What follows belongs to an exercise in optimizing a design on an open flow for small area; a production flow would make more cautious choices. In this exercise RTL edits were held to simulation tests only and were not proved equivalent to the original.

== the reference run ==
// riscv_core
module riscv_core (
    input  wire        clk,
    input  wire        rst,           
    output wire [31:0] imem_addr,     
    input  wire [31:0] imem_rdata,    
    output wire [31:0] dmem_addr,     
    output wire [31:0] dmem_wdata,    
    output wire        dmem_we,       
    output wire        dmem_re,       
    input  wire [31:0] dmem_rdata     
);
==> module riscv_core, before the edit <==
module riscv_core (
    input  wire        clk,
    input  wire        rst,           
    output wire [31:0] imem_addr,     
    input  wire [31:0] imem_rdata,    
    output wire [31:0] dmem_addr,     
    output wire [31:0] dmem_wdata,    
    output wire        dmem_we,       
    output wire        dmem_re,       
    input  wire [31:0] dmem_rdata     
);
    wire [31:0] ins = imem_rdata;
    reg  [31:1] pc_q;         
    reg  [31:1] valid;
    wire [31:1] npc;
    wire [31:0] wb, wb_b;
    wire [31:1] we, hold, we_b, hold_b, valid_n;
    wire [31:0] q [1:31];
    genvar i, b;
    generate
        for (i = 1; i < 32; i = i + 1) begin : r
            reg  [31:0] x;
            wire [31:0] xn;
            for (b = 0; b < 32; b = b + 1) begin : w
                wire wd = (i < 16) ? wb[b] : wb_b[b];
                if (b < 16) begin : a
                    g_a22o u (.a1(wd), .a2(we[i]),   .b1(x[b]), .b2(hold[i]),   .y(xn[b]));
                end else begin : c
                    g_a22o u (.a1(wd), .a2(we_b[i]), .b1(x[b]), .b2(hold_b[i]), .y(xn[b]));
                end
            end
            always @(posedge clk)
                x <= xn;
            assign q[i] = x;
            g_or2 v (.a(valid[i]), .b(we[i]), .y(valid_n[i]));
        end
    endgenerate
    always @(posedge clk or posedge rst)
        if (rst)
            valid <= 31'b0;
        else
            valid <= valid_n;
    always @(posedge clk or posedge rst)
        if (rst)
            pc_q <= 31'b0;
        else
            pc_q <= npc;
    wire is_load, is_store, is_br, is_jal, reg_write, en1;
    wire selR, isI, isS, isIS, isU, isISU, sub, s_sum, s_or, s_ao, s_slt, s_ld;
    control ctl (
        .ins(ins), .is_load(is_load), .is_store(is_store), .is_br(is_br), .is_jal(is_jal),
        .reg_write(reg_write), .en1(en1), .selR(selR), .isI(isI), .isS(isS), .isIS(isIS),
        .isU(isU), .isISU(isISU), .sub(sub), .s_sum(s_sum), .s_or(s_or), .s_ao(s_ao),
        .s_slt(s_slt), .s_ld(s_ld)
    );
    wire [31:1] sel1, sel2, sel1_b, sel2_b;
    rf_rdec d1 (.rs(ins[19:15]), .en(en1),  .valid(valid), .sel(sel1), .sel_b(sel1_b));
    rf_rdec #(.EN(0)) d2 (.rs(ins[24:20]), .en(1'b0), .valid(valid), .sel(sel2), .sel_b(sel2_b));
    rf_wdec dw (.rd(ins[11:7]), .en(reg_write), .we(we), .hold(hold), .we_b(we_b), .hold_b(hold_b));
    wire [31:0] pc = {pc_q, 1'b0};
    wire [31:0] A, r2;
    generate
        for (b = 0; b < 32; b = b + 1) begin : rp
            wire [30:0] col;
            for (i = 1; i < 32; i = i + 1) begin : c
                assign col[i-1] = q[i][b];
            end
            wire [31:1] s1 = (b < 16) ? sel1 : sel1_b;
            wire [31:1] s2 = (b < 16) ? sel2 : sel2_b;
            if (b == 0) begin : b0       
                rf_rbit #(.N(31)) p1 (.d(col), .s(s1), .y(A[b]));
            end else begin : bn
                rf_rbit #(.N(32)) p1 (.d({pc[b], col}), .s({is_jal, s1}), .y(A[b]));
            end
            rf_rbit #(.N(31)) p2 (.d(col), .s(s2), .y(r2[b]));
        end
    endgenerate
    wire eq;
    alu ex (
        .A(A), .r2(r2), .ins(ins), .dmem_rdata(dmem_rdata),
        .selR(selR), .isI(isI), .isS(isS), .isIS(isIS), .isU(isU), .isISU(isISU),
        .is_jal(is_jal), .sub(sub), .s_sum(s_sum), .s_or(s_or), .s_ao(s_ao),
        .s_slt(s_slt), .s_ld(s_ld), .sum(dmem_addr), .wb(wb), .wb_b(wb_b), .eq(eq)
    );
    pcu nx (.pc(pc_q), .ins(ins), .is_br(is_br), .is_jal(is_jal), .eq(eq), .npc(npc));
    assign imem_addr  = pc;
    assign dmem_wdata = r2;
    assign dmem_we    = is_store;
    assign dmem_re    = is_load;
endmodule
export LEC_CHECK = 0
export CAP_MARGIN = 20
export CORE_MARGIN = 2
export CORE_UTILIZATION = 55
export PLACE_DENSITY = 0.6
export SETUP_SLACK_MARGIN = 0.2
export SLEW_MARGIN = 20
export SYNTH_HIERARCHICAL = 1
export SYNTH_MINIMUM_KEEP_SIZE = 0
create_clock -name core_clock -period 11.0 [get_ports {clk}]
standard.sh (not shown) runs the stock make flow with config.mk's settings and CLKGATE_MAP_FILE= SYNTH_SCRIPT=/design/flow/synth_recipe.tcl, a recipe that flattens the netlist after the stock synthesis.
==> flow/flow/run.sh <==
#!/bin/bash
# Layout flow: the standard synthesis and layout (standard.sh), with
# these changes to how the layout is made:
#   - the port buffers are the smallest buffer cell (sky130 buf_1)
#     instead of the flow's default pick;
#   - clock tree: sinks clustered by 25 within 70 um, and no dummy
#     loads added to the clock tree;
# Each step's full output goes to its own log file here; ORFS writes
# its per-stage logs under orfs/logs/.
set -euo pipefail

bash standard.sh synth > synth.log 2>&1

bash standard.sh \
    "BUFFER_PORTS_ARGS=-buffer_cell sky130_fd_sc_hd__buf_1" \
    "CTS_ARGS=-sink_clustering_enable -repair_clock_nets -dont_use_dummy_load -sink_clustering_size 25 -sink_clustering_max_diameter 70" \
    finish > layout.log 2>&1
## Diff of input files: the trial run against the reference run
--- a/flow/design.v
+++ b/flow/design.v
@@ -396,13 +396,12 @@
         for (i = 1; i < 32; i = i + 1) begin : r
             reg  [31:0] x;
             wire [31:0] xn;
             for (b = 0; b < 32; b = b + 1) begin : w
-                wire wd = (i < 16) ? wb[b] : wb_b[b];
                 if (b < 16) begin : a
-                    g_a22o u (.a1(wd), .a2(we[i]),   .b1(x[b]), .b2(hold[i]),   .y(xn[b]));
+                    g_a22o u (.a1(wb[b]),   .a2(we[i]),   .b1(x[b]), .b2(hold[i]),   .y(xn[b]));
                 end else begin : c
-                    g_a22o u (.a1(wd), .a2(we_b[i]), .b1(x[b]), .b2(hold_b[i]), .y(xn[b]));
+                    g_a22o u (.a1(wb_b[b]), .a2(we_b[i]), .b1(x[b]), .b2(hold_b[i]), .y(xn[b]));
                 end
             end
             always @(posedge clk)
                 x <= xn;
### Flow results
Of the trial run and the reference run, the trial run shows the higher total wire length, with the reference run below it.
Per the comparison of the trial run with the reference run, placed standard-cell area essentially unchanged, placement-stage worst setup slack higher, mean instance size in the synthesized netlist +about 0.56%, utilization about even.
The trial run vs the reference run on global-route usage: the trial run is the higher one.
On number of buffers inserted during clock tree synthesis, the trial run and the reference run are basically level.
On sequential share of layout area, the trial run and the reference run are neck and neck.
Changes observed in the trial run relative to the reference run: relative area of non-clock buffer cells in the final design has remained practically unchanged, cell count has decreased.

==> static timing again, ports no longer ideal <==
How much do the figures lean on ideal ports? The routed layouts below were timed once more, with nothing changed but the port constraints. Step 1, drivers: a clkbuf_16 drives clk and a buf_2 each remaining input, both assumed. Step 2 also shifts input and output timing later by t, the mid clock arrival at the registers, as if the neighbouring blocks saw the same clock. Slacks: no drivers / after step 1 / after step 2; pairs: no drivers / after step 1.
run | t, ns | slack for setup (ns) | worst setup path at the end | cell pins on the clock port's net
the reference run | 0.720 | 0.345 / 0.260 / 0.260 | input to output | 1
the trial run | 0.721 | 0.210 / 0.167 / 0.021 | input to register | 1
After both steps setup and hold are still met in every run listed. For the trial run, which loses most, drivers alone change the setup slack by -0.043 ns; drivers and shift together by -0.189 ns.
